This is an optimization exercise on Yosys and OpenROAD, whose aim is small area, a short achievable clock period and few clock cycles per item, not a production implementation. RTL that was checked went through simulation tests only; none was proved equivalent to the original. For run 3, only the layout was checked, not whether the RTL still works. The clock cells of runs 1 to 4 and 6 to 8 come from the design's own scripts or RTL, not from TritonCTS. No driver is modelled on the clock port, so clock power and skew are understated where the tree is cut down; a real chip needs a root buffer or a tree. Power is estimated from default activity; no workload was simulated.

<file path="flow/design.v">
`timescale 1ns / 1ps
module SquareRoot(outdata,checkflag,clk,rst,start,indata);
 input wire clk;
 input wire rst;
 input wire start;
 input wire [31:0] indata;
 output reg [15:0] outdata;    
 output reg checkflag;
 reg [13:0] h;       
 reg [15:0] r;       
 reg        neg;     
 reg        busy;
 reg [6:0]  j;       
 reg        late;    
 wire last = j[6] & ~j[5];       
 wire [15:0] m;
 assign m[1:0] = 2'b11;
 genvar k;
 generate
    for (k = 2; k <= 8; k = k + 1) begin : mlo
        assign m[k] = j[k-2] | late;
    end
    for (k = 9; k <= 14; k = k + 1) begin : mhi
        assign m[k] = late & ~j[k-9];
    end
 endgenerate
 assign m[15] = 1'b0;
 wire [17:0] sum = {r, h[13], outdata[15]} + {(outdata & m) ^ {16{~neg}}, 2'b11};
 function [4:0] first2;
    input [3:0] n;
    begin
    case (n)
    4'd0:  first2 = {2'd0, 3'd0};
    4'd1:  first2 = {2'd1, 3'd0};
    4'd2:  first2 = {2'd1, 3'd1};
    4'd3:  first2 = {2'd1, 3'd2};
    4'd4:  first2 = {2'd2, 3'd0};
    4'd5:  first2 = {2'd2, 3'd1};
    4'd6:  first2 = {2'd2, 3'd2};
    4'd7:  first2 = {2'd2, 3'd3};
    4'd8:  first2 = {2'd2, 3'd4};
    4'd9:  first2 = {2'd3, 3'd0};
    4'd10: first2 = {2'd3, 3'd1};
    4'd11: first2 = {2'd3, 3'd2};
    4'd12: first2 = {2'd3, 3'd3};
    4'd13: first2 = {2'd3, 3'd4};
    4'd14: first2 = {2'd3, 3'd5};
    default: first2 = {2'd3, 3'd6};
    endcase
    end
 endfunction
 wire [1:0] q0;
 wire [2:0] r0;
 assign {q0, r0} = first2(indata[31:28]);
 wire [13:0] hi_in, lo_in;
 generate
    for (k = 0; k < 14; k = k + 1) begin : split
        assign hi_in[k] = indata[2*k+1];
        assign lo_in[k] = indata[2*k];
    end
 endgenerate
 always @(posedge clk) begin
    if (!busy) begin
        h   <= hi_in;
        r   <= {13'd0, r0};
        neg <= 1'b0;
        j   <= 7'd0;
        late <= 1'b0;
    end else begin
        h   <= {h[12:0], 1'b0};
        r   <= sum[15:0];
        neg <= sum[17];
        j   <= {j[5:0], ~j[6]};
        late <= j[6] & (j[0] | j[5]);    
    end
 end
 always @(posedge clk) begin
    if (busy)
        outdata <= {outdata[14:0], ~sum[17]};
    else if (start)
        outdata <= {lo_in, q0};
 end
 always @(posedge clk) begin
    if (rst) begin
        busy      <= 1'b0;
        checkflag <= 1'b0;
    end else if (start & !busy) begin
        busy      <= 1'b1;
        checkflag <= 1'b0;
    end else if (busy & last) begin
        busy      <= 1'b0;
        checkflag <= 1'b1;
    end
 end
endmodule
</file>
<file path="flow/flow/run.sh">
#!/bin/bash
set -euo pipefail
MARGIN=$(cat flow/margin.txt)
export PRE_CTS_TCL="$PWD/flow/pre_cts.tcl"
bash standard.sh "BUFFER_PORTS_ARGS=-buffer_cell sky130_fd_sc_hd__buf_1" \
  "SETUP_SLACK_MARGIN=$MARGIN" "PRE_CTS_TCL=$PRE_CTS_TCL" finish > standard.log 2>&1
</file>
<file path="flow/flow/margin.txt">
5.8
</file>
<file path="flow/flow/pre_cts.tcl">
# Sourced by ORFS's cts.tcl (PRE_CTS_TCL) just before clock_tree_synthesis.
# The design is small, so instead of TritonCTS's tree (a root buffer, eight
# leaf buffers and dummy loads) the clock port drives NBUF buffers directly,
# each driving the registers of one vertical stripe of the core: sinks are
# sorted by x and split evenly, and each buffer sits at its sinks' centroid.
# Every register sees one buffer between the port and its clock pin.
set ::manual_cts_nbuf 3
set ::manual_cts_cell sky130_fd_sc_hd__clkbuf_8

proc manual_cts {nbuf cb} {
  set block [ord::get_db_block]
  set clknet [$block findNet clk]
  set master [[ord::get_db] findMaster $cb]
  set sinks {}
  foreach iterm [$clknet getITerms] {
    set bb [[$iterm getInst] getBBox]
    lappend sinks [list [expr {([$bb xMin] + [$bb xMax]) / 2}] \
      [expr {([$bb yMin] + [$bb yMax]) / 2}] $iterm]
  }
  set sinks [lsort -integer -index 0 $sinks]
  set n [llength $sinks]
  puts "manual_cts: $n sinks, $nbuf x $cb"
  for {set k 0} {$k < $nbuf} {incr k} {
    set lo [expr {$k * $n / $nbuf}]
    set hi [expr {($k + 1) * $n / $nbuf - 1}]
    set buf [odb::dbInst_create $block $master clkbuf_${k}_clk]
    set net [odb::dbNet_create $block clknet_${k}_clk]
    $net setSigType CLOCK
    set sx 0
    set sy 0
    set m 0
    foreach s [lrange $sinks $lo $hi] {
      lassign $s x y iterm
      incr sx $x
      incr sy $y
      incr m
      $iterm disconnect
      $iterm connect $net
    }
    [$buf findITerm A] connect $clknet
    [$buf findITerm X] connect $net
    $buf setLocation [expr {$sx / $m}] [expr {$sy / $m}]
    $buf setPlacementStatus PLACED
  }
  set_propagated_clock [all_clocks]
}

rename clock_tree_synthesis tritoncts_clock_tree_synthesis
proc clock_tree_synthesis {args} {
  manual_cts $::manual_cts_nbuf $::manual_cts_cell
}
</file>
<file path="flow/standard.sh">
#!/bin/bash
# synth_recipe.tcl (not shown) runs the flow's synth.tcl, then flattens the netlist and writes it again
# the make line also repeats each setting of config.mk as NAME=value (left out here)
make -C /OpenROAD-flow-scripts/flow DESIGN_CONFIG=/design/flow/config.mk WORK_HOME=/design/flow/orfs CLKGATE_MAP_FILE= SYNTH_SCRIPT=/design/flow/synth_recipe.tcl "${@:-finish}"
</file>
<file path="flow/config.mk">
export PLATFORM = sky130hd
export DESIGN_NAME = SquareRoot
export DESIGN_NICKNAME = SquareRoot
export VERILOG_FILES = /design/flow/design.v
export SDC_FILE = /design/flow/constraint.sdc
export NUM_CORES = 4
export LEC_CHECK = 0
export CAP_MARGIN = 20
export CORE_MARGIN = 2
export CORE_UTILIZATION = 75
export SETUP_SLACK_MARGIN = 5
export SLEW_MARGIN = 20
</file>
<file path="flow/constraint.sdc">
create_clock -name core_clock -period 8.5 [get_ports {clk}]
set_input_delay 1.7000 -clock core_clock [delete_from_list [all_inputs] [get_ports {clk}]]
set_output_delay 1.7000 -clock core_clock [all_outputs]
set_load 0.01 [all_outputs]
</file>
==> results of run 1 <==
-- through the flow --
stage / utilization (%) / instance area, sq um / power, mW
after CTS: 87.0 / 3260 / 0.991
after floorplan: - / 3000 / 0.782
after detailed placement: 85.8 / 3210 / 0.889
final: 87.4 / 3270 / 1.01
after global placement: 85.8 / 3210 / 0.867
after global routing: 87.4 / 3270 / 1.08
-- worst max-delay path by stage --
stage	from	end	slack (ns)	cells after the start
detailed placement	neg	outdata[0]	5.63	8
global route	outdata[6]	outdata[0]	5.81	9
floorplan	neg	outdata[0]	5.92	10
global placement	neg	outdata[0]	5.77	8
CTS	neg	outdata[0]	5.90	8
finish	start	outdata[9]	5.93	3
-- cell families (layout without fill, tap and decap cells) --
| group | after synthesis | in the layout | share of synthesized area (%) |
|---|---|---|---|
| adders and majority gates | 22 | 22 | 9.17 |
| DFF | 57 | 57 | 43.3 |
| AOI/OAI and AO/OA | 51 | 51 | 11.0 |
| xor gates and xnor gates | 27 | 27 | 7.88 |
| muxes | 34 | 34 | 12.5 |
| and+or+nand+nor | 71 | 71 | 13.5 |
| buffers and inverters | 20 | 63 | 2.71 |
-- layout by cell type (no fill, tap or decap), types with 2 or more instances in the layout --
master / Yosys / final
sky130_fd_sc_hd__mux2_2: 27 / 27
sky130_fd_sc_hd__nor2b_1: 5 / 5
sky130_fd_sc_hd__a21o_1: 6 / 6
sky130_fd_sc_hd__nand2_1: 13 / 13
sky130_fd_sc_hd__nor3b_1: 2 / 2
sky130_fd_sc_hd__nand2b_1: 6 / 6
sky130_fd_sc_hd__nand3_1: 2 / 2
sky130_fd_sc_hd__ha_1: 22 / 21
sky130_fd_sc_hd__inv_1: 8 / 8
sky130_fd_sc_hd__nor2_1: 9 / 9
sky130_fd_sc_hd__and2_1: 18 / 18
sky130_fd_sc_hd__o21ai_0: 18 / 11
sky130_fd_sc_hd__nand3b_1: 5 / 5
sky130_fd_sc_hd__o21ai_1: 0 / 6
sky130_fd_sc_hd__dfxtp_4: 0 / 2
sky130_fd_sc_hd__dfxtp_1: 41 / 37
sky130_fd_sc_hd__edfxtp_1: 16 / 16
sky130_fd_sc_hd__xnor2_1: 9 / 9
sky130_fd_sc_hd__a211oi_1: 3 / 3
sky130_fd_sc_hd__buf_1: 1 / 51
sky130_fd_sc_hd__nand4_1: 3 / 3
sky130_fd_sc_hd__clkbuf_8: 0 / 3
sky130_fd_sc_hd__o211ai_1: 2 / 2
sky130_fd_sc_hd__xor2_1: 18 / 18
sky130_fd_sc_hd__mux2i_1: 7 / 7
sky130_fd_sc_hd__dfxtp_2: 0 / 2
sky130_fd_sc_hd__o21ai_2: 1 / 2
sky130_fd_sc_hd__a21oi_1: 14 / 13
sky130_fd_sc_hd__nor3_1: 2 / 2
-- where the power goes --
group | switching (mW) | internal, mW | total [mW]
Clock | 0.0680 | 0.0331 | 0.101
Combinational | 0.301 | 0.241 | 0.542
Sequential | 0.0347 | 0.329 | 0.364
-- final cells by class --
type,count,area [sq um]
multi-input cells,205,1630
plain buffers,3,41.3
well taps,48,60.1
repair buffers,52,199
fillers,188,472
inverters,8,30.0
flip-flops and latches,57,1310
-- routing by layer --
layer / wire [um] / part of all wire (%) / global-route usage, % / vias to the layer above
li1: - / - / - / 1078
met1: 2520 / 40 / 33.8 / 1067
met3: 319 / 5.0 / 4.67 / 25
met2: 3280 / 52 / 54.6 / 86
met5: 0 / 0 / 0 / -
met4: 197 / 3.1 / 11.5 / 0
-- flip-flops by register name, indices dropped and copies added (netlist names) --
| name | cells |
|---|---|
| outdata | 16 |
| neg | 1 |
| checkflag | 1 |
| j | 7 |
| r | 16 |
| busy | 1 |
| h | 14 |
| late | 1 |
-- repair_timing --
item | 4_1_cts | 5_1_grt
gates resized for setup | 2 | 13
endpoints found under the hold margin | 0 | 0
setup endpoints to repair | 6 | 4
==> parameters.txt, run 1 <==
Parameter                              Value

Worst hold path
  Hold path start ... h[12]
  End point of the worst hold path ... h[13]
  Hold Path Class ... register to register
  Worst Hold Path Cells ... 1

Synthesis
  Commonest cells post-synth ... 41 x sky130_fd_sc_hd__dfxtp_1, 27 x sky130_fd_sc_hd__mux2_2, 22 x sky130_fd_sc_hd__ha_1
  Most used standard cell by instance count after synthesis ... sky130_fd_sc_hd__dfxtp_1
  Flop and latch count out of synthesis ... 57
  Cell type with the largest total area after synthesis ... sky130_fd_sc_hd__dfxtp_1
  Cell count after synthesis ... roughly 280
  Netlist cell types ... about 40
  Top-area cell type share of the netlist area ... between 20% and 30%
  Post-synthesis cell area ... ~3000 sq um
  Mean post-synth cell area ... between 10 and 15 sq um
  Post-synth top flop ... sky130_fd_sc_hd__dfxtp_1
  Async set or reset register ratio after synthesis ... 0%
  Cells taking the most area after synthesis ... sky130_fd_sc_hd__dfxtp_1 27%, sky130_fd_sc_hd__edfxtp_1 16%, sky130_fd_sc_hd__mux2_2 10%
  Number of enable flip-flop cells after synthesis ... 16
  Number of synthesis warnings ... 1
  Sequential element share of the synthesized area ... 43.3%

Worst setup path
  Critical Path AT ... roughly 2.4 ns
  Path type of the worst setup path ... input port to register
  Worst flop-to-flop path startpoint ... late
  Largest stage delay on the critical path ... 0.51 ns
  Cell-by-cell listing of the critical path ... buf_1 -> nor2_1 -> inv_1
  Endpoint of the worst-slack reg-to-reg timing path ... outdata[0]
  Critical path's top delay family ... buffers and inverters
  Critical path startpoint category ... input port
  Data required time at the worst endpoint ... between 8 and 9 ns
  Flop-to-flop setup slack ... 5.95 ns
  Buffers plus inverters on the worst setup path ... 2
  Peak fanout along the critical path ... 16
  Slowest stage cell, crit path ... sky130_fd_sc_hd__inv_1
  R2R cell count ... 9
  Endpoint class of the critical path ... register

Timing
  Max Transition Viols Final ... 0
  Period utilization ... 30.2%
  Setup Viol. Count Final ... 0
  Worst Setup Slack, final ... 5.93 ns
  Post-route clock skew ... roughly 0.016 ns
  Timing-limited maximum frequency ... approximately 390 MHz
  Fin Hold WS ... between 0.4 and 0.5 ns
  Setup TNS ... 0 ns
  Final critical delay including setup and external delays ... 2.57 ns
  Actual transition at the worst max-transition pin ... ~0.64 ns
  Unrepaired setup endpoints after global routing ... no
  Normalized max-slew margin ... between 50% and 60%
  Total count of hold-check failures in the final report ... 0

Detailed routing
  Total routed wirelength ... 6.32 mm
  DRT iter0 DRCs ... roughly 200
  Residual antenna-violating net count after detailed routing ... 0
  Residual DRC count ... 0
  Avg WL per Cell ... between 15 and 20 um
  Via-per-instance ratio ... 6.05
  Number of search-and-repair iterations in the first detailed-routing pass ... 4
  Via Count ... ~2300

Final layout
  Antenna Diode Count ... 0
  Fraction of final layout cells sized beyond drive strength 1 ... a little over an eighth
  Post-synthesis to final-layout area growth ... 8.96%
  Non-filler cells in the finished layout ... ~370
  Net count of the finished layout ... ~380

Placement
  Placed wire-length estimate ... between 4 and 5 mm
  Count of port buffers added during placement ... between 50 and 60
  Total placed cells including tap cells ... 370
  Worst slack, placed ... between 5 and 6 ns
  Weighted congestion reported at the end of routability-driven placement ... 0.878

GRT
  Initial antenna violation count ... 0
  First-pass GRT wire length ... 10.1 mm
  Largest net degree at the start of global routing ... a little over 50
  Overflow left after global routing ... 0
  Number of global-route vias before repair ... between 2000 and 2500
  All-layer global routing usage ... 29.5%

Clock network
  Number of buffers added for setup after CTS ... 0
  Total of hold buffers inserted after clock tree synthesis ... 0
  Source-to-sink clock delay at the later pin of the worst-skew pair ... roughly 0.17 ns
  Clock-pin transition on the worst setup and hold timing paths ... between 0.1 and 0.15 ns

Pwr
  Leak pwr ... between 1 and 1.5 nW
  Power Density ... 308 nW/um^2
  Max IR drop VDD ... 0.000197 V

Die
  I/O pin count ... between 50 and 60
  Core area ... 3740 sq um
  Die height ... 67.3 um
  Die Footprint ... 4530 sq um
  Die width ... 67.3 um
  Initial core utilization ... roughly 80%
  Row count ... 22

Status
  Run status ... complete, no violations

Flow run
  Max capacitance violation total ... 0
Testbench counts, summed over its fixed seeds: cycles 30,720, ops 2,048.
==> run 2, diff against run 1 <==
--- a/flow/flow/pre_cts.tcl
+++ b/flow/flow/pre_cts.tcl
@@ -4,8 +4,8 @@
 # each driving the registers of one vertical stripe of the core: sinks are
 # sorted by x and split evenly, and each buffer sits at its sinks' centroid.
 # Every register sees one buffer between the port and its clock pin.
-set ::manual_cts_nbuf 3
-set ::manual_cts_cell sky130_fd_sc_hd__clkbuf_8
+set ::manual_cts_nbuf 2
+set ::manual_cts_cell sky130_fd_sc_hd__clkbuf_16
 
 proc manual_cts {nbuf cb} {
   set block [ord::get_db_block]
--- a/flow/config.mk
+++ b/flow/config.mk
@@ -5,8 +5,8 @@
 export SDC_FILE = /design/flow/constraint.sdc
 export NUM_CORES = 4
 export LEC_CHECK = 0
-export CAP_MARGIN = 20
+export CAP_MARGIN = 0
 export CORE_MARGIN = 2
 export CORE_UTILIZATION = 75
 export SETUP_SLACK_MARGIN = 5
-export SLEW_MARGIN = 20
+export SLEW_MARGIN = 0
==> parameters.txt, run 2 <==
Parameter                              Value

Timing
  Post-route clock skew ... roughly 0.015 ns
  Actual transition at the worst max-transition pin ... around 0.64 ns
  Setup Viol. Count Final ... 0
  Period utilization ... a little under a third
  Final critical delay including setup and external delays ... between 2 and 3 ns
  Total count of hold-check failures in the final report ... 0
  Unrepaired setup endpoints after global routing ... no
  Normalized max-slew margin ... between 50% and 60%
  Max Transition Viols Final ... 0
  Setup TNS ... 0 ns
  Timing-limited maximum frequency ... between 300 and 400 MHz

Synthesis
  Cell count after synthesis ... 282
  Commonest cells post-synth ... 41 x sky130_fd_sc_hd__dfxtp_1, 27 x sky130_fd_sc_hd__mux2_2, 22 x sky130_fd_sc_hd__ha_1
  Post-synth top flop ... sky130_fd_sc_hd__dfxtp_1
  Mean post-synth cell area ... approximately 11 sq um
  Async set or reset register ratio after synthesis ... 0%
  Cell type with the largest total area after synthesis ... sky130_fd_sc_hd__dfxtp_1
  Number of enable flip-flop cells after synthesis ... 16
  Post-synthesis cell area ... about 3000 sq um
  Number of synthesis warnings ... 1
  Netlist cell types ... 41
  Sequential element share of the synthesized area ... a little over two fifths
  Cells taking the most area after synthesis ... sky130_fd_sc_hd__dfxtp_1 27%, sky130_fd_sc_hd__edfxtp_1 16%, sky130_fd_sc_hd__mux2_2 10%
  Flop and latch count out of synthesis ... 57
  Top-area cell type share of the netlist area ... between 20 and 30%
  Most used standard cell by instance count after synthesis ... sky130_fd_sc_hd__dfxtp_1

Final layout
  Post-layout instance area ... 3280 sq um
  Largest registers in the final layout ... outdata: 16 flops, r: 16 flops, h: 14 flops
  Post-synthesis to final-layout area growth ... 9.25%
  Leading cell type in the layout, fill and taps excluded ... sky130_fd_sc_hd__buf_1
  FF/Latch Area ... 1310 sq um
  Fillers ... 186
  Multi-input gate area in the final layout ... 1630 sq um
  Fraction of final layout cells sized beyond drive strength 1 ... 13.0%
  Antenna Diode Count ... 0
  Commonest non-fill, non-tap cells in the layout ... 51 x sky130_fd_sc_hd__buf_1, 37 x sky130_fd_sc_hd__dfxtp_1, 27 x sky130_fd_sc_hd__mux2_2
  Non-filler cells in the finished layout ... approximately 370
  Net count of the finished layout ... between 300 and 400

Pwr
  Max IR drop VDD ... 0.000260 V
  Power Density ... 311 nW/um^2
  Leak pwr ... approximately 1.3 nW
  Total design power ... roughly 1.0 mW

Detailed routing
  Avg WL per Cell ... roughly 17 um
  Number of search-and-repair iterations in the first detailed-routing pass ... 4
  Via Count ... roughly 2200
  Residual DRC count ... 0
  Via-per-instance ratio ... around 6
  DRT iter0 DRCs ... between 200 and 250
  Total routed wirelength ... 6.38 mm
  Residual antenna-violating net count after detailed routing ... 0

Die
  Initial core utilization ... 80.2%
  I/O pin count ... 52
  Die Footprint ... 4530 sq um
  Core area ... between 3000 and 4000 sq um
  Die height ... between 60 and 70 um
  Row count ... 22
  Die width ... ~67 um

Placement
  Placed inst area ... approximately 3200 sq um
  Total placed cells including tap cells ... between 300 and 400
  Weighted congestion reported at the end of routability-driven placement ... a little under 0.9
  Count of port buffers added during placement ... 51
  Placed wire-length estimate ... slightly below 5 mm

Worst setup path
  Peak fanout along the critical path ... 16
  Path type of the worst setup path ... input port to register
  Slowest stage cell, crit path ... sky130_fd_sc_hd__inv_1
  Endpoint class of the critical path ... register
  R2R cell count ... 9
  Data required time at the worst endpoint ... approximately 8.3 ns
  Cell-by-cell listing of the critical path ... buf_1 -> nor2_1 -> inv_1
  Critical path startpoint category ... input port
  Critical Path AT ... 2.38 ns
  Largest stage delay on the critical path ... 0.51 ns

Clock network
  Number of buffers added for setup after CTS ... 0
  Clock-pin transition on the worst setup and hold timing paths ... 0.10 ns
  Total of hold buffers inserted after clock tree synthesis ... 0
  Source-to-sink clock delay at the later pin of the worst-skew pair ... between 0.15 and 0.2 ns

GRT
  Number of global-route vias before repair ... between 2000 and 2500
  Overflow left after global routing ... 0
  Initial antenna violation count ... 0
  All-layer global routing usage ... a little under 30%
  First-pass GRT wire length ... approximately 10 mm
  Largest net degree at the start of global routing ... 51

Worst hold path
  Hold Path Class ... register to register
  Worst Hold Path Cells ... 1

Flow run
  Max capacitance violation total ... 0

Status
  Run status ... complete, no violations
[run 2: worst paths after layout]
check,start,to,slack [ns]
worst max-delay path,start,outdata[8],5.92
worst min-delay path,h[12],h[13],0.47
worst min register to register,h[12],h[13],0.47
worst max register to register,late,outdata[0],5.94
[run 2: cell families after synthesis]
logic type	after synthesis	synth area share [%]
mux	34	12.5
compound gates	51	11.0
flops	57	43.3
fa+ha+maj	22	9.17
simple gates	71	13.5
buf+inv	20	2.71
xor+xnor	27	7.88
[run 2: what timing repair did]
| action | CTS | global route |
|---|---|---|
| gates resized for setup | 2 | 12 |
| pin swaps | 0 | 0 |
| setup endpoints to repair | 5 | 5 |
[run 2: cell type report]
| cell class | instances | area share, % |
|---|---|---|
| buffer | 2 | 1.53 |
| inverter | 8 | 0.915 |
| multi-input combinational | 205 | 49.7 |
| sequential | 57 | 40.0 |
| tap | 48 | 1.83 |
| timing repair buffer | 52 | 6.06 |
[run 2: layer usage]
layer,wire (um),GRT usage [%]
met2,3300,54.7
met4,138,8.67
met3,286,4.33
met5,0,0
met1,2660,35.0
[run 2: worst max-delay path, delay by kind of cell]
family | cells | cell delay, ns
buffers and inverters | 2 | 0.61
and+or+nand+nor | 1 | 0.07
[run 2: metrics by stage]
step / utilization, % / hold slack [ns] / worst slack [ns]
after CTS: 87.2 / 0.467 / 5.91
after floorplan: - / 0.423 / 5.92
after global placement: 85.8 / 0.436 / 5.77
after global routing: 87.6 / 0.479 / 5.81
after detailed placement: 85.8 / 0.444 / 5.63
final: 87.6 / 0.467 / 5.92
[run 2: report_power, final]
part	internal, mW	switching, mW	total [mW]
Sequential	0.329	0.0353	0.365
Clock	0.0437	0.0670	0.111
Combinational	0.242	0.303	0.545
==> run 3, diff against run 2 <==
--- a/flow/design.v
+++ b/flow/design.v
@@ -25,7 +25,8 @@
     end
  endgenerate
  assign m[15] = 1'b0;
- wire [17:0] sum = {r, h[13], outdata[15]} + {(outdata & m) ^ {16{~neg}}, 2'b11};
+ wire [17:0] sum;
+ add18 adder (.a({r, h[13], outdata[15]}), .b({(outdata & m) ^ {16{~neg}}, 2'b11}), .s(sum));
  function [4:0] first2;
     input [3:0] n;
     begin
@@ -93,3 +94,8 @@
     end
  end
 endmodule
+module add18(a, b, s);
+ input wire [17:0] a, b;
+ output wire [17:0] s;
+ assign s = a + b;
+endmodule
--- a/flow/config.mk
+++ b/flow/config.mk
@@ -5,8 +5,9 @@
 export SDC_FILE = /design/flow/constraint.sdc
 export NUM_CORES = 4
 export LEC_CHECK = 0
-export CAP_MARGIN = 0
+export CAP_MARGIN = 20
 export CORE_MARGIN = 2
 export CORE_UTILIZATION = 75
 export SETUP_SLACK_MARGIN = 5
-export SLEW_MARGIN = 0
+export SLEW_MARGIN = 20
+export SYNTH_HIERARCHICAL = 1
==> parameters.txt, run 3 <==
Parameter                              Value

Status
  Run status ... complete, no violations

Pwr
  Max IR drop VDD ... between 0.00015 and 0.0002 V
  Total design power ... 1.08 mW
  Leak pwr ... 1.34 nW
  Power Density ... between 300 and 400 nW/um^2

Worst setup path
  Critical path startpoint category ... register
  Endpoint class of the critical path ... register
  Buffers plus inverters on the worst setup path ... 0
  Slowest stage cell, crit path ... sky130_fd_sc_hd__edfxtp_1
  Data required time at the worst endpoint ... roughly 8.6 ns
  Critical path's top delay family ... compound AO/OA/AOI/OAI gates
  Critical Path AT ... 2.73 ns
  Largest stage delay on the critical path ... about 0.46 ns
  Cell-by-cell listing of the critical path ... xnor2_1 -> ha_1 -> a211oi_1 -> nor2_1 -> o21ai_1 -> o21ai_0 -> o311ai_0 -> and2_1
  Path type of the worst setup path ... register to register
  Peak fanout along the critical path ... 5

Timing
  Setup TNS ... 0 ns
  Max Transition Viols Final ... 0
  Period utilization ... between 30% and 40%
  Unrepaired setup endpoints after global routing ... no
  Final critical delay including setup and external delays ... ~2.6 ns
  Actual transition at the worst max-transition pin ... just over 0.7 ns
  Total count of hold-check failures in the final report ... 0
  Setup Viol. Count Final ... 0
  Worst Setup Slack, final ... 5.89 ns
  Timing-limited maximum frequency ... 383 MHz
  Post-route clock skew ... roughly 0.012 ns
  Normalized max-slew margin ... a little over half

Die
  Die height ... about 68 um
  Core area ... around 4000 sq um
  Die width ... between 60 and 70 um
  Row count ... 23
  I/O pin count ... between 50 and 60
  Die Footprint ... 4670 sq um
  Initial core utilization ... roughly 78%

GRT
  Overflow left after global routing ... 0
  All-layer global routing usage ... around a quarter
  Largest net degree at the start of global routing ... 62
  Initial antenna violation count ... 0
  Number of global-route vias before repair ... 2152
  First-pass GRT wire length ... approximately 9.4 mm

Placement
  Placed wire-length estimate ... ~4.4 mm
  Worst slack, placed ... between 5 and 6 ns
  Placed inst area ... about 3300 sq um
  Count of port buffers added during placement ... 51
  Weighted congestion reported at the end of routability-driven placement ... slightly below 0.9
  Total placed cells including tap cells ... 395

Final layout
  Leading cell type in the layout, fill and taps excluded ... sky130_fd_sc_hd__buf_1
  Largest registers in the final layout ... outdata: 16 flops, r: 16 flops, h: 14 flops
  Non-filler cells in the finished layout ... ~400
  Fraction of final layout cells sized beyond drive strength 1 ... about an eighth
  Commonest non-fill, non-tap cells in the layout ... 51 x sky130_fd_sc_hd__buf_1, 38 x sky130_fd_sc_hd__dfxtp_1, 26 x sky130_fd_sc_hd__nor2_1
  Post-layout instance area ... about 3400 sq um
  Net count of the finished layout ... roughly 410
  Post-synthesis to final-layout area growth ... 10.2%
  Antenna Diode Count ... 0

Worst hold path
  Hold Path Class ... register to register

Synthesis
  Number of synthesis warnings ... 7
  Post-synthesis cell area ... between 3000 and 4000 sq um
  Mean post-synth cell area ... 10.2 sq um
  Cell count after synthesis ... 304

Detailed routing
  Via Count ... about 2300
  DRT iter0 DRCs ... just under 90
  Number of search-and-repair iterations in the first detailed-routing pass ... 4
  Avg WL per Cell ... between 15 and 20 um
  Residual antenna-violating net count after detailed routing ... 0
  Total routed wirelength ... about 6.1 mm
  Via-per-instance ratio ... approximately 5.7
  Residual DRC count ... 0

Clock network
  Source-to-sink clock delay at the later pin of the worst-skew pair ... approximately 0.17 ns
  Total of hold buffers inserted after clock tree synthesis ... 0
  Clock-pin transition on the worst setup and hold timing paths ... 0.11 ns

Flow run
  Max capacitance violation total ... 0
## run 3: area by class of cell
class / instances / area [sq um]
Multi-Input combinational cell: 225 / 1720
Inverter: 12 / 45.0
Fill cell: 222 / 581
Tap cell: 50 / 62.6
Sequential cell: 57 / 1310
Buffer: 2 / 50.0
Timing Repair Buffer: 56 / 229
## run 3: report_power, final
part | switching (mW) | internal, mW
clock | 0.0659 | 0.0436
sequential | 0.0311 | 0.329
combinational | 0.321 | 0.286
## run 3: timing repair
| item | in CTS | in global routing |
|---|---|---|
| setup buffers | 0 | 5 |
| endpoints found under the setup margin | 5 | 4 |
| pin swaps | 0 | 2 |
| gates resized for setup | 3 | 13 |
| gates cloned | 0 | 0 |
## run 3: routing by layer
layer	wire, um	GRT usage [%]	share of wire [%]
met5	0	0	0
met4	17	1.50	0.28
met3	252	2.63	4.1
met2	3260	50.0	53
met1	2590	32.6	42
## run 3: worst paths after layout
check | from | endpoint | slack (ns) | cells past startpoint
min | h[5] | h[6] | 0.46 | 1
min reg2reg | h[5] | h[6] | 0.46 | 1
max reg2reg | outdata[0] | r[11] | 5.89 | 8
max | outdata[0] | r[11] | 5.89 | 8
## run 3: metrics by stage
step           hold WS, ns  utilization, %
2_1_floorplan        0.409               -
3_3_place_gp         0.421            82.0
3_5_place_dp         0.441            82.0
4_1_cts              0.458            83.3
5_1_grt              0.480            85.5
6_report             0.460            85.5
==> run 4, diff against run 3 <==
--- a/flow/design.v
+++ b/flow/design.v
@@ -25,8 +25,7 @@
     end
  endgenerate
  assign m[15] = 1'b0;
- wire [17:0] sum;
- add18 adder (.a({r, h[13], outdata[15]}), .b({(outdata & m) ^ {16{~neg}}, 2'b11}), .s(sum));
+ wire [17:0] sum = {r, h[13], outdata[15]} + {(outdata & m) ^ {16{~neg}}, 2'b11};
  function [4:0] first2;
     input [3:0] n;
     begin
@@ -75,12 +74,13 @@
         late <= j[6] & (j[0] | j[5]);    
     end
  end
- always @(posedge clk) begin
-    if (busy)
-        outdata <= {outdata[14:0], ~sum[17]};
-    else if (start)
-        outdata <= {lo_in, q0};
- end
+ wire sel_shift = busy;
+ wire sel_load  = ~busy & start;
+ wire sel_hold  = ~busy & ~start;
+ always @(posedge clk)
+    outdata <= ({16{sel_shift}} & {outdata[14:0], ~sum[17]})
+             | ({16{sel_load}}  & {lo_in, q0})
+             | ({16{sel_hold}}  & outdata);
  always @(posedge clk) begin
     if (rst) begin
         busy      <= 1'b0;
@@ -94,8 +94,3 @@
     end
  end
 endmodule
-module add18(a, b, s);
- input wire [17:0] a, b;
- output wire [17:0] s;
- assign s = a + b;
-endmodule
--- a/flow/config.mk
+++ b/flow/config.mk
@@ -10,4 +10,3 @@
 export CORE_UTILIZATION = 75
 export SETUP_SLACK_MARGIN = 5
 export SLEW_MARGIN = 20
-export SYNTH_HIERARCHICAL = 1
==> parameters.txt, run 4 <==
Parameter                              Value

Synthesis
  Number of enable flip-flop cells after synthesis ... 0
  Mux cell area share after synthesis ... 10.5%
  Cell count after synthesis ... between 300 and 400
  Most used standard cell by instance count after synthesis ... sky130_fd_sc_hd__dfxtp_1
  Dominant combinational cell family by area after synthesis ... compound AO/OA/AOI/OAI gates
  Cells taking the most area after synthesis ... sky130_fd_sc_hd__dfxtp_1 38%, sky130_fd_sc_hd__ha_1 8.3%, sky130_fd_sc_hd__mux2i_1 5.7%
  Post-synthesis cell area ... approximately 3000 sq um
  Commonest cells post-synth ... 57 x sky130_fd_sc_hd__dfxtp_1, 30 x sky130_fd_sc_hd__nand2_1, 22 x sky130_fd_sc_hd__o21ai_0
  Flop and latch count out of synthesis ... between 50 and 60
  Cell type with the largest total area after synthesis ... sky130_fd_sc_hd__dfxtp_1
  Top-area cell type share of the netlist area ... around two fifths
  Sequential element share of the synthesized area ... a little under two fifths
  Netlist cell types ... between 40 and 50
  Adder and majority gate portion of the synthesized area ... under 10%
  Xor/xnor cell area share of the yosys netlist ... roughly 7.6%
  Number of synthesis warnings ... 1
  Async set or reset register ratio after synthesis ... 0%
  Mean post-synth cell area ... around 9.3 sq um
  Simple logic cell fraction of the synthesized area ... between 10% and 20%
  Share of the synthesized area in compound gates (AO/OA/AOI/OAI) ... ~17%
  Post-synth top flop ... sky130_fd_sc_hd__dfxtp_1

GRT
  Overflow left after global routing ... 0
  Number of global-route vias before repair ... 2377
  Largest net degree at the start of global routing ... 70
  All-layer global routing usage ... around 29%
  Initial antenna violation count ... 0
  First-pass GRT wire length ... slightly above 10 mm

Die
  Row count ... 22
  I/O pin count ... 52
  Die Footprint ... roughly 4500 sq um
  Die height ... just under 70 um
  Die width ... between 60 and 70 um
  Core area ... about 3700 sq um
  Initial core utilization ... 80.2%

Worst setup path
  Critical Path AT ... 2.62 ns
  Path type of the worst setup path ... input port to register
  Slowest stage cell, crit path ... sky130_fd_sc_hd__ha_1
  Peak fanout along the critical path ... 3
  Cell-by-cell listing of the critical path ... buf_1 -> inv_1 -> ha_1 -> a21oi_1 -> a211oi_2 -> a21oi_1
  Largest stage delay on the critical path ... approximately 0.29 ns
  Most frequent cell on the critical path ... sky130_fd_sc_hd__a21oi_1
  Critical path startpoint category ... input port
  Data required time at the worst endpoint ... ~8.5 ns
  Endpoint class of the critical path ... register

Detailed routing
  Number of search-and-repair iterations in the first detailed-routing pass ... 4
  DRT iter0 DRCs ... between 150 and 200
  Residual antenna-violating net count after detailed routing ... 0
  Avg WL per Cell ... approximately 16 um
  Via Count ... between 2000 and 2500
  Residual DRC count ... 0
  Via-per-instance ratio ... about 5.9
  Total routed wirelength ... around 6.4 mm

Timing
  Setup TNS ... 0 ns
  Actual transition at the worst max-transition pin ... between 0.6 and 0.7 ns
  Post-route clock skew ... around 0.015 ns
  Total count of hold-check failures in the final report ... 0
  Unrepaired setup endpoints after global routing ... no
  Fin Hold WS ... approximately 0.45 ns
  Final critical delay including setup and external delays ... between 2 and 3 ns
  Max Transition Viols Final ... 0
  Timing-limited maximum frequency ... approximately 390 MHz
  Normalized max-slew margin ... between 50% and 60%
  Setup Viol. Count Final ... 0
  Period utilization ... between 30 and 40%

Clock network
  Clock-pin transition on the worst setup and hold timing paths ... roughly 0.11 ns
  Source-to-sink clock delay at the later pin of the worst-skew pair ... about 0.17 ns
  Number of buffers added for setup after CTS ... 0
  Total of hold buffers inserted after clock tree synthesis ... 0

Pwr
  Leak pwr ... around 1.3 nW
  Total design power ... 1.12 mW
  Power Density ... ~340 nW/um^2
  Max IR drop VDD ... 0.000213 V

Final layout
  Post-route core utilization ... 87.0%
  Antenna Diode Count ... 0
  Net count of the finished layout ... 420
  Leading cell type in the layout, fill and taps excluded ... sky130_fd_sc_hd__dfxtp_1
  Commonest non-fill, non-tap cells in the layout ... 54 x sky130_fd_sc_hd__dfxtp_1, 50 x sky130_fd_sc_hd__buf_1, 30 x sky130_fd_sc_hd__nand2_1
  Largest registers in the final layout ... outdata: 16 flops, r: 16 flops, h: 14 flops
  Fraction of final layout cells sized beyond drive strength 1 ... 3.86%
  Non-filler cells in the finished layout ... 411
  Post-synthesis to final-layout area growth ... 8.50%

Status
  Run status ... complete, no violations

Worst hold path
  Hold Path Class ... register to register

Placement
  Count of port buffers added during placement ... 51
  Weighted congestion reported at the end of routability-driven placement ... 0.883
  Placed wire-length estimate ... approximately 4.8 mm
  Total placed cells including tap cells ... about 410

Flow run
  Max capacitance violation total ... 0
-- run 4: area by class of cell --
type                       instances  area, sq um
tap                               48         60.1
sequential                        57         1150
timing repair buffer              52          206
buffer                             2         50.0
multi-input combinational        246         1770
inverter                           6         22.5
fill                             217          485
-- run 4: power by group --
part | internal [mW] | switching (mW) | leakage (nW)
Clock | 0.0437 | 0.0677 | 0.0246
Sequential | 0.321 | 0.0451 | 0.477
Combinational | 0.287 | 0.357 | 0.832
-- run 4: cell families after synthesis --
logic type,Yosys count
buf+inv,20
simple gates,89
mux,30
compound gates,81
flops,57
fa+ha+maj,20
xor+xnor,26
-- run 4: repair_timing --
action,in CTS,in global routing
gates resized for setup,3,3
hold endpoints to repair,0,0
setup endpoints to repair,19,3
-- run 4: metrics by stage --
stage	cell area, sq um	setup slack [ns]
after floorplan	3000	6.00
after global placement	3190	5.48
after detailed placement	3190	5.40
after CTS	3250	5.83
after global routing	3260	5.82
final	3260	5.93
-- run 4: per-layer routing --
layer / vias up / GRT usage [%] / share of wire [%]
li1: 1218 / - / -
met1: 1155 / 35.7 / 44
met2: 59 / 57.2 / 52
met3: 6 / 1.67 / 3.5
met4: 0 / 3.57 / 0.92
met5: - / 0 / 0
-- run 4: worst paths after layout --
path | start | to | slack (ns) | cells past startpoint
worst max-delay path | indata[28] | r[1] | 5.93 | 6
worst min-delay path | h[5] | h[6] | 0.45 | 1
worst max register to register | late | outdata[0] | 5.98 | 9
worst min register to register | h[5] | h[6] | 0.45 | 1
-- run 4: worst max-delay path, delay by kind of cell --
kind / cells / cell delay [ns]
adders and majority gates: 1 / 0.29
buffers and inverters: 2 / 0.24
AOI/OAI and AO/OA: 3 / 0.39
Testbench counts of run 4, summed over its fixed seeds: cycles 30,720, ops 2,048.
==> run 5, diff against run 4 <==
==> flow/flow/margin.txt (replaced) <==
6.1
==> parameters.txt, run 5 <==
Parameter                              Value

Status
  Run status ... stopped before the end
  Stage at which the flow ended ... global routing
  Stop Error ... [ERROR DPL-0038] Utilization greater than 100%, impossible to legalize

Clock network
  Total of hold buffers inserted after clock tree synthesis ... 0

Synthesis
  Post-synthesis cell area ... roughly 3000 sq um
  Async set or reset register ratio after synthesis ... 0%
  Adder and majority gate portion of the synthesized area ... around 8.3%
  Post-synth top flop ... sky130_fd_sc_hd__dfxtp_1
  Cell type with the largest total area after synthesis ... sky130_fd_sc_hd__dfxtp_1
  Dominant combinational cell family by area after synthesis ... compound AO/OA/AOI/OAI gates
  Commonest cells post-synth ... 57 x sky130_fd_sc_hd__dfxtp_1, 30 x sky130_fd_sc_hd__nand2_1, 22 x sky130_fd_sc_hd__o21ai_0
  Simple logic cell fraction of the synthesized area ... between 15 and 20%
  Sequential element share of the synthesized area ... a little under two fifths
  Number of synthesis warnings ... 1
  Cell count after synthesis ... 323
  Netlist cell types ... 46
  Number of enable flip-flop cells after synthesis ... 0
  Most used standard cell by instance count after synthesis ... sky130_fd_sc_hd__dfxtp_1
  Xor/xnor cell area share of the yosys netlist ... under 10%
  Flop and latch count out of synthesis ... between 50 and 60
  Mux cell area share after synthesis ... 10.5%
  Cells taking the most area after synthesis ... sky130_fd_sc_hd__dfxtp_1 38%, sky130_fd_sc_hd__ha_1 8.3%, sky130_fd_sc_hd__mux2i_1 5.7%
  Top-area cell type share of the netlist area ... 38.0%
  Mean post-synth cell area ... about 9.3 sq um
  Share of the synthesized area in compound gates (AO/OA/AOI/OAI) ... about 17%

Placement
  Placed wire-length estimate ... 4.83 mm
  Placed inst area ... about 3200 sq um
  Weighted congestion reported at the end of routability-driven placement ... 0.895
  Total placed cells including tap cells ... 409
  Count of port buffers added during placement ... 51

Die
  Die height ... 67.3 um
  Row count ... 22
  I/O pin count ... 52
  Initial core utilization ... around 80%
  Die width ... 67.3 um

Timing
  Grt repair worst endpoint ... outdata[0]$_DFF_P_/D
  Kind of the worst endpoint ... register data pin

GRT
  Largest net degree at the start of global routing ... 73
run 5: cell counts after synthesis:
No cell type changed its count.
run 5: what timing repair did:
item                       CTS
setup endpoints to repair   46
setup buffers                5
gates resized for setup     47
pin swaps                    4
run 5: how the worst max path moves through the flow:
| stage | to | slack, ns | cells after the start |
|---|---|---|---|
| 2_1_floorplan | r[1] | 6.10 | 5 |
| 3_3_place_gp | outdata[11] | 5.47 | 3 |
| 3_5_place_dp | outdata[14] | 5.37 | 3 |
| 4_1_cts | outdata[9] | 6.10 | 1 |
run 5: kinds of logic after synthesis:
| family | count (synthesis) |
|---|---|
| AO/OA/AOI/OAI | 81 |
| XOR/XNOR | 26 |
| adder cells (fa/ha/maj) | 20 |
| buffers and inverters | 20 |
| flip-flops | 57 |
| multiplexers | 30 |
| AND/OR/NAND/NOR | 89 |
run 5: through the flow:
stage          utilization [%]  power (mW)  worst slack (ns)
2_1_floorplan                -       0.857              6.10
3_3_place_gp              85.3       0.953              5.47
3_5_place_dp              85.3       0.992              5.37
4_1_cts                   90.4        1.14              6.10
run 5: power by group through the flow:
stage	combinational, mW	sequential (mW)	clock, mW
floorplan	0.503	0.354	0
global placement	0.586	0.367	0
detailed placement	0.622	0.370	0
CTS	0.663	0.362	0.111
==> run 6, diff against run 5 <==
==> flow/flow/margin.txt (replaced) <==
6.0
==> parameters.txt, run 6 <==
Parameter                              Value

Synthesis
  Async set or reset register ratio after synthesis ... 0%
  Cell type with the largest total area after synthesis ... sky130_fd_sc_hd__dfxtp_1
  Post-synth top flop ... sky130_fd_sc_hd__dfxtp_1
  Number of enable flip-flop cells after synthesis ... 0
  Cells taking the most area after synthesis ... sky130_fd_sc_hd__dfxtp_1 38%, sky130_fd_sc_hd__ha_1 8.3%, sky130_fd_sc_hd__mux2i_1 5.7%
  Netlist cell types ... 46
  Top-area cell type share of the netlist area ... 38.0%
  Number of synthesis warnings ... 1
  Flop and latch count out of synthesis ... 57
  Commonest cells post-synth ... 57 x sky130_fd_sc_hd__dfxtp_1, 30 x sky130_fd_sc_hd__nand2_1, 22 x sky130_fd_sc_hd__o21ai_0
  Most used standard cell by instance count after synthesis ... sky130_fd_sc_hd__dfxtp_1
  Sequential element share of the synthesized area ... a little under two fifths
  Post-synthesis cell area ... between 3000 and 4000 sq um
  Mean post-synth cell area ... roughly 9.3 sq um
  Cell count after synthesis ... around 320

GRT
  All-layer global routing usage ... between 20% and 30%
  First-pass GRT wire length ... 9.80 mm
  Overflow left after global routing ... 0
  Number of global-route vias before repair ... 2203
  Initial antenna violation count ... 0
  Largest net degree at the start of global routing ... between 40 and 50

Detailed routing
  Residual antenna-violating net count after detailed routing ... 0
  Via-per-instance ratio ... between 5 and 6
  Number of search-and-repair iterations in the first detailed-routing pass ... 4
  Residual DRC count ... 0
  DRT iter0 DRCs ... between 150 and 200
  Avg WL per Cell ... 14.8 um
  Total routed wirelength ... between 6 and 7 mm
  Via Count ... approximately 2500

Worst setup path
  Endpoint class of the critical path ... output pin
  Flop-to-flop setup slack ... roughly 6.0 ns
  Worst flop-to-flop path startpoint ... late
  Critical Path AT ... around 0.8 ns
  Data required time at the worst endpoint ... between 6 and 7 ns
  Path type of the worst setup path ... register to output pin
  Critical path's top delay family ... flip-flops
  R2R cell count ... 9
  Buffers plus inverters on the worst setup path ... 1
  Critical path startpoint category ... register
  Endpoint of the worst-slack reg-to-reg timing path ... outdata[0]
  Peak fanout along the critical path ... 4
  Largest stage delay on the critical path ... between 0.4 and 0.5 ns
  Slowest stage cell, crit path ... sky130_fd_sc_hd__dfxtp_1
  Cell-by-cell listing of the critical path ... buf_1

Timing
  Fin Hold WS ... around 0.45 ns
  Setup Viol. Count Final ... 0
  Setup TNS ... 0 ns
  Max Transition Viols Final ... 0
  Final critical delay including setup and external delays ... approximately 2.5 ns
  Timing-limited maximum frequency ... between 400 and 500 MHz
  Post-route clock skew ... between 0.015 and 0.02 ns
  Period utilization ... between 20% and 30%
  Unrepaired setup endpoints after global routing ... yes
  Total count of hold-check failures in the final report ... 0
  Actual transition at the worst max-transition pin ... approximately 0.6 ns
  Normalized max-slew margin ... between 50 and 60%

Final layout
  Net count of the finished layout ... ~420
  Post-layout instance area ... between 3000 and 4000 sq um
  Largest registers in the final layout ... outdata: 16 flops, r: 16 flops, h: 14 flops
  Commonest non-fill, non-tap cells in the layout ... 51 x sky130_fd_sc_hd__dfxtp_1, 47 x sky130_fd_sc_hd__buf_1, 30 x sky130_fd_sc_hd__nand2_1
  Leading cell type in the layout, fill and taps excluded ... sky130_fd_sc_hd__dfxtp_1
  Fillers ... 204
  Fraction of final layout cells sized beyond drive strength 1 ... 7.38%
  Post-synthesis to final-layout area growth ... 10.1%
  Antenna Diode Count ... 0

Placement
  Weighted congestion reported at the end of routability-driven placement ... about 0.85
  Count of port buffers added during placement ... 51
  Placed wire-length estimate ... between 4 and 5 mm
  Placed inst area ... between 3000 and 4000 sq um

Die
  I/O pin count ... between 50 and 60
  Die Footprint ... roughly 4500 sq um
  Row count ... 22
  Die width ... just under 70 um
  Die height ... between 60 and 70 um
  Core area ... between 3000 and 4000 sq um
  Initial core utilization ... 80.2%

Worst hold path
  Hold Path Class ... register to register
  Hold path start ... h[4]
  Worst Hold Path Cells ... 1
  End point of the worst hold path ... h[5]

Flow run
  Max capacitance violation total ... 0

Pwr
  Max IR drop VDD ... 0.000207 V
  Power Density ... between 300 and 400 nW/um^2
  Leak pwr ... 1.35 nW
  Total design power ... between 1 and 1.5 mW

Clock network
  Source-to-sink clock delay at the later pin of the worst-skew pair ... 0.17 ns
  Total of hold buffers inserted after clock tree synthesis ... 0
  Clock-pin transition on the worst setup and hold timing paths ... between 0.1 and 0.15 ns

Status
  Run status ... complete, no violations
-- run 6: area by class of cell --
class / count / area, sq um / share of cell area [%]
Multi-Input combinational cell: 246 / 1790 / 54.0
Sequential cell: 57 / 1150 / 34.9
Tap cell: 48 / 60.1 / 1.82
Inverter: 6 / 25.0 / 0.757
Buffer: 2 / 50.0 / 1.51
Timing Repair Buffer: 55 / 231 / 7.00
-- run 6: cells by family after synthesis --
| group | after synthesis | synth area share, % |
|---|---|---|
| AO/OA/AOI/OAI | 81 | 17.0 |
| buffers and inverters | 20 | 3.17 |
| XOR/XNOR | 26 | 7.58 |
| multiplexers | 30 | 10.5 |
| AND/OR/NAND/NOR | 89 | 15.4 |
| flip-flops | 57 | 38.0 |
| adder cells (fa/ha/maj) | 20 | 8.33 |
-- run 6: per-layer routing --
metal | wire (um) | track usage (%) | part of all wire, % | vias to the layer above
li1 | - | - | - | 1231
met1 | 2670 | 35.5 | 43 | 1157
met2 | 3060 | 48.5 | 50 | 82
met3 | 340 | 3.67 | 5.5 | 12
met4 | 84 | 4.59 | 1.4 | 0
met5 | 0 | 0 | 0 | -
-- run 6: through the flow --
stage	utilization [%]	std cells	worst slack, ns
6_report	88.3	414	6.00
4_1_cts	86.7	411	6.00
3_3_place_gp	85.2	409	5.49
5_1_grt	88.3	414	5.97
3_5_place_dp	85.2	409	5.40
2_1_floorplan	-	323	6.03
-- run 6: timing repair --
| action | CTS | global route |
|---|---|---|
| endpoints found under the hold margin | 0 | 0 |
| endpoints found under the setup margin | 28 | 9 |
| setup buffers | 0 | 3 |
| pin swaps | 3 | 4 |
| gates resized for setup | 9 | 14 |
-- run 6: worst max-delay path by stage --
stage	startpoint	endpoint	depth (start not counted)
4_1_cts	neg	outdata[0]	8
5_1_grt	indata[28]	outdata[0]	8
2_1_floorplan	indata[30]	outdata[0]	5
3_5_place_dp	start	outdata[0]	5
6_report	outdata[0]	outdata[0]	1
3_3_place_gp	start	outdata[11]	3
-- run 6: power breakdown --
group          leakage [nW]  switching, mW  internal, mW
clock                0.0246         0.0685        0.0437
sequential            0.477         0.0468         0.321
combinational         0.852          0.348         0.298
==> run 7, diff against run 6 <==
==> flow/flow/margin.txt (replaced) <==
6.1
--- a/flow/config.mk
+++ b/flow/config.mk
@@ -5,6 +5,7 @@
 export SDC_FILE = /design/flow/constraint.sdc
 export NUM_CORES = 4
 export LEC_CHECK = 0
+export ABC_AREA = 1
 export CAP_MARGIN = 20
 export CORE_MARGIN = 2
 export CORE_UTILIZATION = 75
==> parameters.txt, run 7 <==
Parameter                              Value

Status
  Run status ... complete, no violations

Clock network
  Source-to-sink clock delay at the later pin of the worst-skew pair ... between 0.15 and 0.2 ns
  Clock-pin transition on the worst setup and hold timing paths ... around 0.12 ns
  Total of hold buffers inserted after clock tree synthesis ... 0

Synthesis
  Most used standard cell by instance count after synthesis ... sky130_fd_sc_hd__nand2_1
  Post-synth top flop ... sky130_fd_sc_hd__dfxtp_1
  Post-synthesis cell area ... 2970 sq um
  Netlist cell types ... 23
  Number of synthesis warnings ... 1
  Cells taking the most area after synthesis ... sky130_fd_sc_hd__dfxtp_1 38%, sky130_fd_sc_hd__nand2_1 19%, sky130_fd_sc_hd__ha_1 8.4%
  Cell type with the largest total area after synthesis ... sky130_fd_sc_hd__dfxtp_1
  Async set or reset register ratio after synthesis ... 0%
  Mean post-synth cell area ... slightly below 7 sq um
  Commonest cells post-synth ... 150 x sky130_fd_sc_hd__nand2_1, 57 x sky130_fd_sc_hd__dfxtp_1, 38 x sky130_fd_sc_hd__inv_1
  Flop and latch count out of synthesis ... between 50 and 60
  Top-area cell type share of the netlist area ... 38.4%
  Number of enable flip-flop cells after synthesis ... 0
  Sequential element share of the synthesized area ... between 30% and 40%
  Cell count after synthesis ... between 400 and 500

Timing
  Unrepaired setup endpoints after global routing ... no
  Setup Viol. Count Final ... 0
  Total count of hold-check failures in the final report ... 0
  Timing-limited maximum frequency ... ~400 MHz
  Post-route clock skew ... between 0.02 and 0.025 ns
  Setup TNS ... 0 ns
  Final critical delay including setup and external delays ... 2.51 ns
  Normalized max-slew margin ... between 40% and 50%
  Worst Setup Slack, final ... between 5 and 6 ns
  Period utilization ... 29.5%
  Max Transition Viols Final ... 0
  Actual transition at the worst max-transition pin ... between 0.7 and 0.8 ns

Die
  Row count ... 22
  Die Footprint ... between 4000 and 5000 sq um
  Die height ... ~67 um
  Die width ... roughly 67 um
  I/O pin count ... 52
  Initial core utilization ... 79.3%
  Core area ... 3740 sq um

Detailed routing
  Residual DRC count ... 0
  Number of search-and-repair iterations in the first detailed-routing pass ... 7
  Residual antenna-violating net count after detailed routing ... 0
  Avg WL per Cell ... 15.5 um
  Via Count ... roughly 3200
  Via-per-instance ratio ... about 6.0
  Total routed wirelength ... 8.15 mm
  DRT iter0 DRCs ... slightly above 500

Worst setup path
  Critical path startpoint category ... input port
  Peak fanout along the critical path ... 4
  Flop-to-flop setup slack ... about 6.2 ns
  Critical Path AT ... 2.62 ns
  Data required time at the worst endpoint ... about 8.6 ns
  Endpoint class of the critical path ... register
  Path type of the worst setup path ... input port to register
  R2R cell count ... 11

Worst hold path
  Hold Path Class ... register to register
  Worst Hold Path Cells ... 1

GRT
  Initial antenna violation count ... 0
  All-layer global routing usage ... 32.9%
  Largest net degree at the start of global routing ... between 50 and 60
  First-pass GRT wire length ... around 11 mm
  Number of global-route vias before repair ... 2615
  Overflow left after global routing ... 0

Final layout
  Net count of the finished layout ... roughly 540
  Post-synthesis to final-layout area growth ... 13.6%
  Post-route core utilization ... 90.0%
  Fraction of final layout cells sized beyond drive strength 1 ... about an eighth
  Commonest non-fill, non-tap cells in the layout ... 149 x sky130_fd_sc_hd__nand2_1, 39 x sky130_fd_sc_hd__dfxtp_1, 35 x sky130_fd_sc_hd__inv_1
  Antenna Diode Count ... 0
  Largest registers in the final layout ... outdata: 16 flops, r: 16 flops, h: 14 flops
  Post-layout instance area ... 3370 sq um
  Leading cell type in the layout, fill and taps excluded ... sky130_fd_sc_hd__nand2_1

Pwr
  Power Density ... about 330 nW/um^2
  Total design power ... 1.10 mW
  Max IR drop VDD ... approximately 0.0002 V
  Leak pwr ... ~1.7 nW

Placement
  Placed wire-length estimate ... between 5 and 6 mm
  Placed inst area ... around 3200 sq um
  Count of port buffers added during placement ... 51
  Worst slack, placed ... between 5 and 6 ns
  Weighted congestion reported at the end of routability-driven placement ... 0.831

Flow run
  Max capacitance violation total ... 0
-- run 7: per-stage QoR --
stage	hold WS, ns	cells
2_1_floorplan	0.403	429
3_3_place_gp	0.404	516
3_5_place_dp	0.416	516
4_1_cts	0.425	518
5_1_grt	0.455	526
6_report	0.423	526
-- run 7: worst paths after layout --
kind / from / endpoint
worst max-delay path: indata[29] / r[1]
worst min register to register: j[6] / j[0]
worst max register to register: late / outdata[0]
worst min-delay path: j[6] / j[0]
-- run 7: critical path: stages --
cell                      delay (ns)
sky130_fd_sc_hd__buf_4          0.13
sky130_fd_sc_hd__inv_2          0.08
sky130_fd_sc_hd__ha_4           0.19
sky130_fd_sc_hd__a21oi_1        0.19
sky130_fd_sc_hd__o21ai_1        0.15
sky130_fd_sc_hd__a22oi_1        0.17
-- run 7: kinds of logic (layout without fill, tap and decap cells) --
| logic type | after synthesis | count (layout) | share of synthesized area [%] |
|---|---|---|---|
| AOI/OAI and AO/OA | 63 | 63 | 11.3 |
| DFF | 57 | 57 | 38.4 |
| adders and majority gates | 20 | 20 | 8.43 |
| buffers and inverters | 51 | 100 | 6.91 |
| xor gates and xnor gates | 16 | 16 | 4.72 |
| and+or+nand+nor | 222 | 222 | 30.2 |
-- run 7: report_power, final --
part           switching, mW  internal, mW
clock                 0.0701        0.0438
combinational          0.411         0.211
sequential            0.0391         0.321
total                  0.520         0.576
-- run 7: metal layers --
layer	vias to the layer above	wire, um	track usage [%]	part of all wire (%)
met2	253	3900	61.4	48
met1	1383	3010	41.6	37
li1	1460	-	-	-
met5	-	0	0	0
met3	59	829	2.20	10
met4	0	413	6.38	5.1
-- run 7: what timing repair did --
action,4_1_cts,5_1_grt
gates resized for setup,30,25
endpoints found under the setup margin,35,38
pin swaps,2,0
buffers inserted,0,8
-- run 7: cell type report --
| class | instances | area (sq um) |
|---|---|---|
| multi-input cells | 321 | 1640 |
| flip-flops and latches | 57 | 1180 |
| fillers | 174 | 373 |
| repair buffers | 60 | 287 |
| inverters | 38 | 149 |
| well taps | 48 | 60.1 |
| plain buffers | 2 | 50.0 |
==> run 8, diff against run 7 <==
==> flow/flow/margin.txt (replaced) <==
5.9
==> parameters.txt, run 8 <==
Parameter                              Value

Timing
  Timing-limited maximum frequency ... 392 MHz
  Normalized max-slew margin ... a little over half
  Total count of hold-check failures in the final report ... 0
  Period utilization ... between 30% and 40%
  Final critical delay including setup and external delays ... ~2.6 ns
  Actual transition at the worst max-transition pin ... ~0.69 ns
  Setup Viol. Count Final ... 0
  Max Transition Viols Final ... 0
  Unrepaired setup endpoints after global routing ... no
  Setup TNS ... 0 ns
  Post-route clock skew ... 0.0207 ns

Synthesis
  Netlist cell types ... 23
  Adder and majority gate portion of the synthesized area ... 8.43%
  Simple logic cell fraction of the synthesized area ... roughly 30%
  Most used standard cell by instance count after synthesis ... sky130_fd_sc_hd__nand2_1
  Number of enable flip-flop cells after synthesis ... 0
  Dominant combinational cell family by area after synthesis ... simple AND/OR/NAND/NOR gates
  Number of synthesis warnings ... 1
  Sequential element share of the synthesized area ... between 30% and 40%
  Share of the synthesized area in compound gates (AO/OA/AOI/OAI) ... a little under an eighth
  Post-synthesis cell area ... between 2000 and 3000 sq um
  Top-area cell type share of the netlist area ... around two fifths
  Cell type with the largest total area after synthesis ... sky130_fd_sc_hd__dfxtp_1
  Post-synth top flop ... sky130_fd_sc_hd__dfxtp_1
  Async set or reset register ratio after synthesis ... 0%
  Mux cell area share after synthesis ... 0%
  Xor/xnor cell area share of the yosys netlist ... ~4.7%
  Cell count after synthesis ... around 430
  Flop and latch count out of synthesis ... 57
  Commonest cells post-synth ... 150 x sky130_fd_sc_hd__nand2_1, 57 x sky130_fd_sc_hd__dfxtp_1, 38 x sky130_fd_sc_hd__inv_1
  Mean post-synth cell area ... ~6.9 sq um
  Cells taking the most area after synthesis ... sky130_fd_sc_hd__dfxtp_1 38%, sky130_fd_sc_hd__nand2_1 19%, sky130_fd_sc_hd__ha_1 8.4%

Die
  Row count ... 22
  Die Footprint ... approximately 4500 sq um
  I/O pin count ... between 50 and 60
  Core area ... around 3700 sq um
  Initial core utilization ... between 70% and 80%
  Die width ... ~67 um
  Die height ... 66.9 um

Worst setup path
  Flop-to-flop setup slack ... 6.20 ns
  Peak fanout along the critical path ... 6
  Cell-by-cell listing of the critical path ... buf_1
  Worst flop-to-flop path startpoint ... neg
  Critical path startpoint category ... register
  Endpoint class of the critical path ... output pin
  Critical path's top delay family ... flip-flops
  R2R cell count ... 10
  Source of the critical timing path ... outdata[15]
  Largest stage delay on the critical path ... about 0.47 ns
  Critical Path AT ... around 0.85 ns
  Buffers plus inverters on the worst setup path ... 1
  CP Capture Point ... outdata[15]
  Path type of the worst setup path ... register to output pin
  Data required time at the worst endpoint ... around 6.8 ns
  Slowest stage cell, crit path ... sky130_fd_sc_hd__dfxtp_1
  Number of logic stages on the critical path including buffering ... 1
  Endpoint of the worst-slack reg-to-reg timing path ... r[11]

Final layout
  Leading cell type in the layout, fill and taps excluded ... sky130_fd_sc_hd__nand2_1
  Net count of the finished layout ... ~530
  Fraction of final layout cells sized beyond drive strength 1 ... just under 3%
  Commonest non-fill, non-tap cells in the layout ... 150 x sky130_fd_sc_hd__nand2_1, 55 x sky130_fd_sc_hd__dfxtp_1, 51 x sky130_fd_sc_hd__buf_1
  Fillers ... between 200 and 250
  Non-filler cells in the finished layout ... roughly 520
  Antenna Diode Count ... 0
  Largest registers in the final layout ... outdata: 16 flops, r: 16 flops, h: 14 flops
  Post-synthesis to final-layout area growth ... 9.36%
  FF/Latch Area ... approximately 1100 sq um
  Post-layout instance area ... approximately 3200 sq um
  Multi-input gate area in the final layout ... about 1600 sq um

Detailed routing
  Residual antenna-violating net count after detailed routing ... 0
  Number of search-and-repair iterations in the first detailed-routing pass ... 5
  DRT iter0 DRCs ... ~280
  Via-per-instance ratio ... 5.61
  Residual DRC count ... 0
  Total routed wirelength ... ~7 mm
  Via Count ... between 2000 and 3000
  Avg WL per Cell ... roughly 13 um

Placement
  Placed inst area ... around 3200 sq um
  Count of port buffers added during placement ... slightly above 50
  Placed wire-length estimate ... 5.04 mm
  Weighted congestion reported at the end of routability-driven placement ... between 0.8 and 0.9
  Total placed cells including tap cells ... 516

Pwr
  Power share of the sequential group ... 34.5%
  Power Density ... ~320 nW/um^2
  Power share of the combinational group ... 54.7%
  Clock group share of total power ... between 10% and 20%
  Net switching power ... between 0.4 and 0.5 mW
  Max IR drop VDD ... approximately 0.00021 V
  Share of total power consumed by net switching ... a little under half
  Internal ... 0.556 mW
  Leak pwr ... between 1.5 and 2 nW

GRT
  Number of global-route vias before repair ... between 2000 and 3000
  All-layer global routing usage ... approximately a third
  Overflow left after global routing ... 0
  Largest net degree at the start of global routing ... 53
  Initial antenna violation count ... 0
  First-pass GRT wire length ... 11.4 mm

Clock network
  Clock-pin transition on the worst setup and hold timing paths ... 0.12 ns
  Source-to-sink clock delay at the later pin of the worst-skew pair ... 0.18 ns
  Total of hold buffers inserted after clock tree synthesis ... 0

Worst hold path
  Hold Path Class ... register to register

Status
  Run status ... complete, no violations

Flow run
  Max capacitance violation total ... 0
run 8: cell types whose count changed in the layout (fill, tap and decap cells not counted), sizes merged:
| cell | delta |
|---|---|
| buf | +4 |
| clkbuf | -11 |
run 8: worst min path at each step:
| stage | end | cells after the start | slack (ns) | startpoint |
|---|---|---|---|---|
| 2_1_floorplan | h[10] | 2 | 0.40 | h[9] |
| 3_3_place_gp | h[2] | 2 | 0.40 | h[1] |
| 3_5_place_dp | h[6] | 2 | 0.41 | h[5] |
| 4_1_cts | h[11] | 2 | 0.42 | h[10] |
| 5_1_grt | h[11] | 2 | 0.45 | h[10] |
| 6_report | h[11] | 2 | 0.42 | h[10] |
run 8: layer usage:
layer | vias up | share of wire [%] | GRT usage, %
met4 | 0 | 2.7 | 7.65
met5 | - | 0 | 0
met3 | 18 | 6.8 | 2.36
met2 | 144 | 48 | 59.3
li1 | 1449 | - | -
met1 | 1301 | 43 | 39.7
run 8: stage by stage:
step | setup slack, ns | utilization, % | hold WS (ns) | power [mW]
2_1_floorplan | 6.08 | - | 0.403 | 0.775
3_3_place_gp | 5.88 | 84.5 | 0.404 | 0.868
3_5_place_dp | 5.81 | 84.5 | 0.411 | 0.897
4_1_cts | 5.91 | 85.9 | 0.421 | 1.01
5_1_grt | 5.94 | 86.7 | 0.447 | 1.11
6_report | 5.95 | 86.7 | 0.425 | 1.03
run 8: final cells by class:
| class | count | share of cell area [%] |
|---|---|---|
| tap | 48 | 1.85 |
| inverter | 38 | 4.51 |
| sequential | 57 | 35.2 |
| buffer | 2 | 1.54 |
| timing repair buffer | 53 | 6.75 |
| multi-input combinational | 321 | 50.1 |
run 8: cell families (layout without fill, tap and decap cells):
logic type               Yosys count  in the layout
buffers and inverters             51             93
flip-flops                        57             57
AND/OR/NAND/NOR                  222            222
AO/OA/AOI/OAI                     63             63
XOR/XNOR                          16             16
adder cells (fa/ha/maj)           20             20
run 8: timing repair:
item | 4_1_cts | 5_1_grt
setup endpoints to repair | 0 | 11
gates resized for setup | 0 | 4
setup buffers | 0 | 1
run 8: power groups by stage:
| stage | sequential (mW) | combinational [mW] | clock, mW |
|---|---|---|---|
| 6_report | 0.355 | 0.562 | 0.111 |
| 5_1_grt | 0.360 | 0.633 | 0.118 |
| 4_1_cts | 0.353 | 0.545 | 0.110 |
| 3_5_place_dp | 0.359 | 0.537 | 0 |
| 3_3_place_gp | 0.357 | 0.511 | 0 |
| 2_1_floorplan | 0.349 | 0.426 | 0 |
run 8: worst min-delay path: stages (launching register included):
cell and delay, ns:
sky130_fd_sc_hd__dfxtp_1 0.32, sky130_fd_sc_hd__nand2_1 0.05, sky130_fd_sc_hd__nand2_1 0.05

[what the ideal ports hide]
No port has a modelled driver above. Below, the same layouts with a new extraction and two added sets of constraints. Step 1 sets driving cells, clkbuf_16 on the clock port and buf_2 on the other inputs (assumed; they add their load-dependent delay and slew). Step 2 times the ports against the registers' clock, not the clock port: input delays grow and output delays shrink by t, the midpoint of the rising clock arrivals with the driver on. Three values: ideal, step 1, step 2; two values: the first two.
run | t, ns | setup slack, ns | worst setup path at the end | worst data-port slew with drivers (ns)
run 1 | 0.214 | 5.930 / 5.924 / 5.725 | input to register | 0.04
run 2 | 0.210 | 5.921 / 5.925 / 5.716 | input to register | 0.04
run 3 | 0.208 | 5.892 / 5.892 / 5.720 | input to register | 0.05
run 4 | 0.211 | 5.926 / 5.952 / 5.740 | input to register | 0.04
run 6 | 0.212 | 6.002 / 5.957 / 5.866 | input to register | 0.04
run 7 | 0.218 | 5.995 / 6.023 / 5.805 | input to register | 0.05
run 8 | 0.214 | 5.949 / 5.902 / 5.824 | input to register | 0.04
After both steps every run listed still meets setup and hold.
